This is an optimization exercise on Yosys and OpenROAD, whose aim is a short achievable clock period and few clock cycles, not a production implementation. The RTL was checked by simulation tests, not by an equivalence proof against the original design. Power figures rest on the tool's default switching activity, not on a simulated workload.

P:
## kgprisc_core
module kgprisc_core (
    input clk,
    input reset,
    output [9:0] imem_addr,
    input [31:0] imem_rdata,
    output [9:0] dmem_addr,
    output [31:0] dmem_wdata,
    output dmem_we,
    input [31:0] dmem_rdata
    );
For scale: about 5800 cells after synthesis, roughly 1800 flip-flops, about 86000 µm² of cells after synthesis.
clock: 16.0 ns
lec_check: 0
cap_margin: 20
core_margin: 2
core_utilization: 25
slew_margin: 20
standard.sh (not shown) runs the stock make flow with config.mk's settings and CLKGATE_MAP_FILE= SYNTH_SCRIPT=/design/flow/synth_recipe.tcl, a recipe that flattens the netlist after the stock synthesis.
==> flow/flow/run.sh <==
#!/bin/bash
set -euo pipefail
bash standard.sh synth > synth.log 2>&1
bash standard.sh SETUP_SLACK_MARGIN=11.5 MATCH_CELL_FOOTPRINT=0 finish > layout.log 2>&1
Testbench counts of P, summed over its fixed seeds: cycles 19,458.
The inputs of Q differ from those of P as listed below.
-- flow/design.v --
<<< P, line 23
    reg [31:0] rv;           
    reg        cf;           
    reg [31:0] xa, xb, xs, xbt, xnd;
    reg [9:0]  xpc;
    reg [31:0] xpc1;
>>> Q, line 23
    reg [31:0] rv;           
    reg        cf;           
    reg [31:0] xra, xrb, xba, xbb, xbs, xbt, xnd;
    reg        xsa, xsb, xss;
    reg [9:0]  xpc;
    reg [31:0] xpc1;
<<< P, line 41
    assign dmem_wdata = dwd;
    assign dmem_we    = dwe;
    wire [32:0] sum = {1'b0, xa} + {1'b0, xb};
    wire [31:0] neg = (~xb) + 32'd1;
>>> Q, line 42
    assign dmem_wdata = dwd;
    assign dmem_we    = dwe;
    wire [31:0] xa = xsa ? xba : xra;
    wire [31:0] xb = xsb ? xbb : xrb;
    wire [31:0] xs = xss ? xbs : xrb;
    wire [32:0] sum = {1'b0, xa} + {1'b0, xb};
    wire [31:0] neg = (~xb) + 32'd1;
<<< P, line 52
                       ({32{xshl}} & shl) |
                       ({32{xshr}} & shr);
    wire        xzero = (xres == 32'd0);
    wire        xcarry = sum[32];
    wire        xfwd = xwen & ~xload;
    wire        xact = (xbltz & xa[31]) | (xbz & ~(|xa)) | (xbnz & (|xa));
    wire        xtk = xtke | xact;
    wire [31:0] xrtgt = xbr ? xa : xtk ? xbt : xpc1;
    wire        xredir = xiss & (xrtgt != xnd);
    wire [31:0] mval = mload ? dmem_rdata : mres;
    wire [31:0] iw = imem_rdata;
>>> Q, line 56
                       ({32{xshl}} & shl) |
                       ({32{xshr}} & shr);
    wire [31:0] zchk = (xa ^ xb) ^ {xa[30:0] | xb[30:0], 1'b0};
    wire        xzf = (xadd & ~(|zchk)) | (xneg & ~(|xb)) |
                      (xand & ~(|(xa & xb))) | (xxor & (xa == xb));
    wire        xshf = xshl | xshr;
    wire        xcarry = sum[32];
    wire        xfwd = xwen & ~xload;
    wire        xaz = xsa ? ~(|xba) : ~(|xra);
    wire        xact = (xbltz & xa[31]) | (xbz & xaz) | (xbnz & ~xaz);
    wire        xtk = xtke | xact;
    wire [31:0] xrtgt = xbr ? xa : xtk ? xbt : xpc1;
    wire        xane = xsa ? (xba != xnd) : (xra != xnd);
    wire        xredir = xiss & (xbr ? xane : xtk ? (xbt != xnd) : (xpc1 != xnd));
    wire [31:0] mval = mload ? dmem_rdata : mres;
    wire [31:0] iw = imem_rdata;
<<< P, line 100
    wire selx_b = xfwd & (xd == rt);
    wire selm_b = mwen & (md == rt);
    wire [31:0] rfa = rv[rs] ? rf[rs] : 32'd0;
    wire [31:0] rfb = rv[rt] ? rf[rt] : 32'd0;
    wire [31:0] vala = selx_a ? xres : selm_a ? mval : rfa;
    wire [31:0] valb = selx_b ? xres : selm_b ? mval : rfb;
    wire [31:0] rf0  = rv[0] ? rf[0] : 32'd0;
    wire [31:0] val0 = (xfwd & (xd == 5'd0)) ? xres : (mwen & (md == 5'd0)) ? mval : rf0;
>>> Q, line 109
    wire selx_b = xfwd & (xd == rt);
    wire selm_b = mwen & (md == rt);
    wire [31:0] osa = (32'd1 << rs) & rv;
    wire [31:0] osb = (32'd1 << rt) & rv;
    reg  [31:0] rfa, rfb;
    integer k;
    always @(*) begin
        rfa = 32'd0;
        rfb = 32'd0;
        for (k = 0; k < 32; k = k + 1) begin
            rfa = rfa | ({32{osa[k]}} & rf[k]);
            rfb = rfb | ({32{osb[k]}} & rf[k]);
        end
    end
    wire [31:0] byp_a = selx_a ? xres : mval;
    wire [31:0] byp_b = selx_b ? xres : mval;
    wire        srf_a = ~b_bl & ~selx_a & ~selm_a;
    wire        srf_b = ~use_imm & ~selx_b & ~selm_b;
    wire        srf_s = ~selx_b & ~selm_b;
    wire [31:0] oth_a = b_bl ? val0 : byp_a;
    wire [31:0] oth_b = use_imm ? imm : byp_b;
    wire [31:0] oth_s = byp_b;
    wire [31:0] rf0  = rv[0] ? rf[0] : 32'd0;
    wire [31:0] val0 = (xfwd & (xd == 5'd0)) ? xres : (mwen & (md == 5'd0)) ? mval : rf0;
<<< P, line 115
    wire taken_e = b_b | b_bl | b_br | (b_bcy & c_now) | (b_bncy & ~c_now);
    wire regc = b_bltz | b_bz | b_bnz;
    wire act_x = (b_bltz & xres[31]) | (b_bz & xzero) | (b_bnz & ~xzero);
    wire prd_r = selx_a ? act_x : (ptk_d | b_bnz);
    wire taken = taken_e | (regc & prd_r);
    wire [31:0] pc1 = pc_d + 32'd1;
>>> Q, line 140
    wire taken_e = b_b | b_bl | b_br | (b_bcy & c_now) | (b_bncy & ~c_now);
    wire regc = b_bltz | b_bz | b_bnz;
    wire act_x = (b_bz & xzf) | (b_bnz & ~xzf);
    wire prd_r = (selx_a & ~xshf & ~b_bltz) ? act_x : (ptk_d | b_bnz);
    wire taken = taken_e | (regc & prd_r);
    wire [31:0] pc1 = pc_d + 32'd1;
<<< P, line 165
    end
    always @(posedge clk) begin
        xa <= b_bl ? val0 : vala;
        xb <= use_imm ? imm : valb;
        xs <= valb;
        xnd <= taken ? (ptk_l ? ptg_d : target) : pc1;
        xbt <= target;
>>> Q, line 190
    end
    always @(posedge clk) begin
        xra <= rfa;
        xrb <= rfb;
        xsa <= ~srf_a;
        xsb <= ~srf_b;
        xss <= ~srf_s;
        xba <= oth_a;
        xbb <= oth_b;
        xbs <= oth_s;
        xnd <= taken ? (ptk_l ? ptg_d : target) : pc1;
        xbt <= target;
Notes after the runs:
On total power: Q sits above P.
Q: total inserted antenna cells 2 above P
Diff P -> Q | first-pass detailed-route iteration total | increase of 5
Q vs P, maximum clock skew at final layout went down by 28 ps.
Summary: with P as the reference, routed length on met2 in Q moved up by more than 10%.
Q reports a higher switching component of the power than P does.
On Q: portion of the clock cycle consumed by the worst path in the final layout is 0.43 points lower than what P gave.
Testbench counts of Q, summed over its fixed seeds: cycles 19,458.

[port drivers added, routing unchanged]
No port has a modelled driver above. Below, the same layouts with a new extraction and two added sets of constraints. Step 1: set_driving_cell puts a clkbuf_16 on clk and a buf_2 on each other input, an assumption about the parent block. Step 2 adds t to the input delays and takes it off the output delays; t is the mean of the earliest and latest rising clock arrival at the registers after step 1. Input paths then give back, and output paths get back, about the clock's delay inside the block. a / b / c = ideal / step 1 / step 2; a / b = the first two.
run | t (ns) | setup WS [ns] | hold slack, ns | worst register clock-pin slew, ns | worst slew at a driven data input, ns
P | 0.961 | 10.929 / 10.656 / 9.695 | 0.327 / 0.327 / 0.327 | 0.08 / 0.08 | 0.45
Q | 0.978 | 10.998 / 10.998 / 10.117 | 0.352 / 0.352 / 0.352 | 0.07 / 0.07 | 0.15
After both steps every run listed still meets setup and hold. The setup slack of P, which loses most, moves by -0.273 ns with the drivers and by -1.234 ns with both steps.
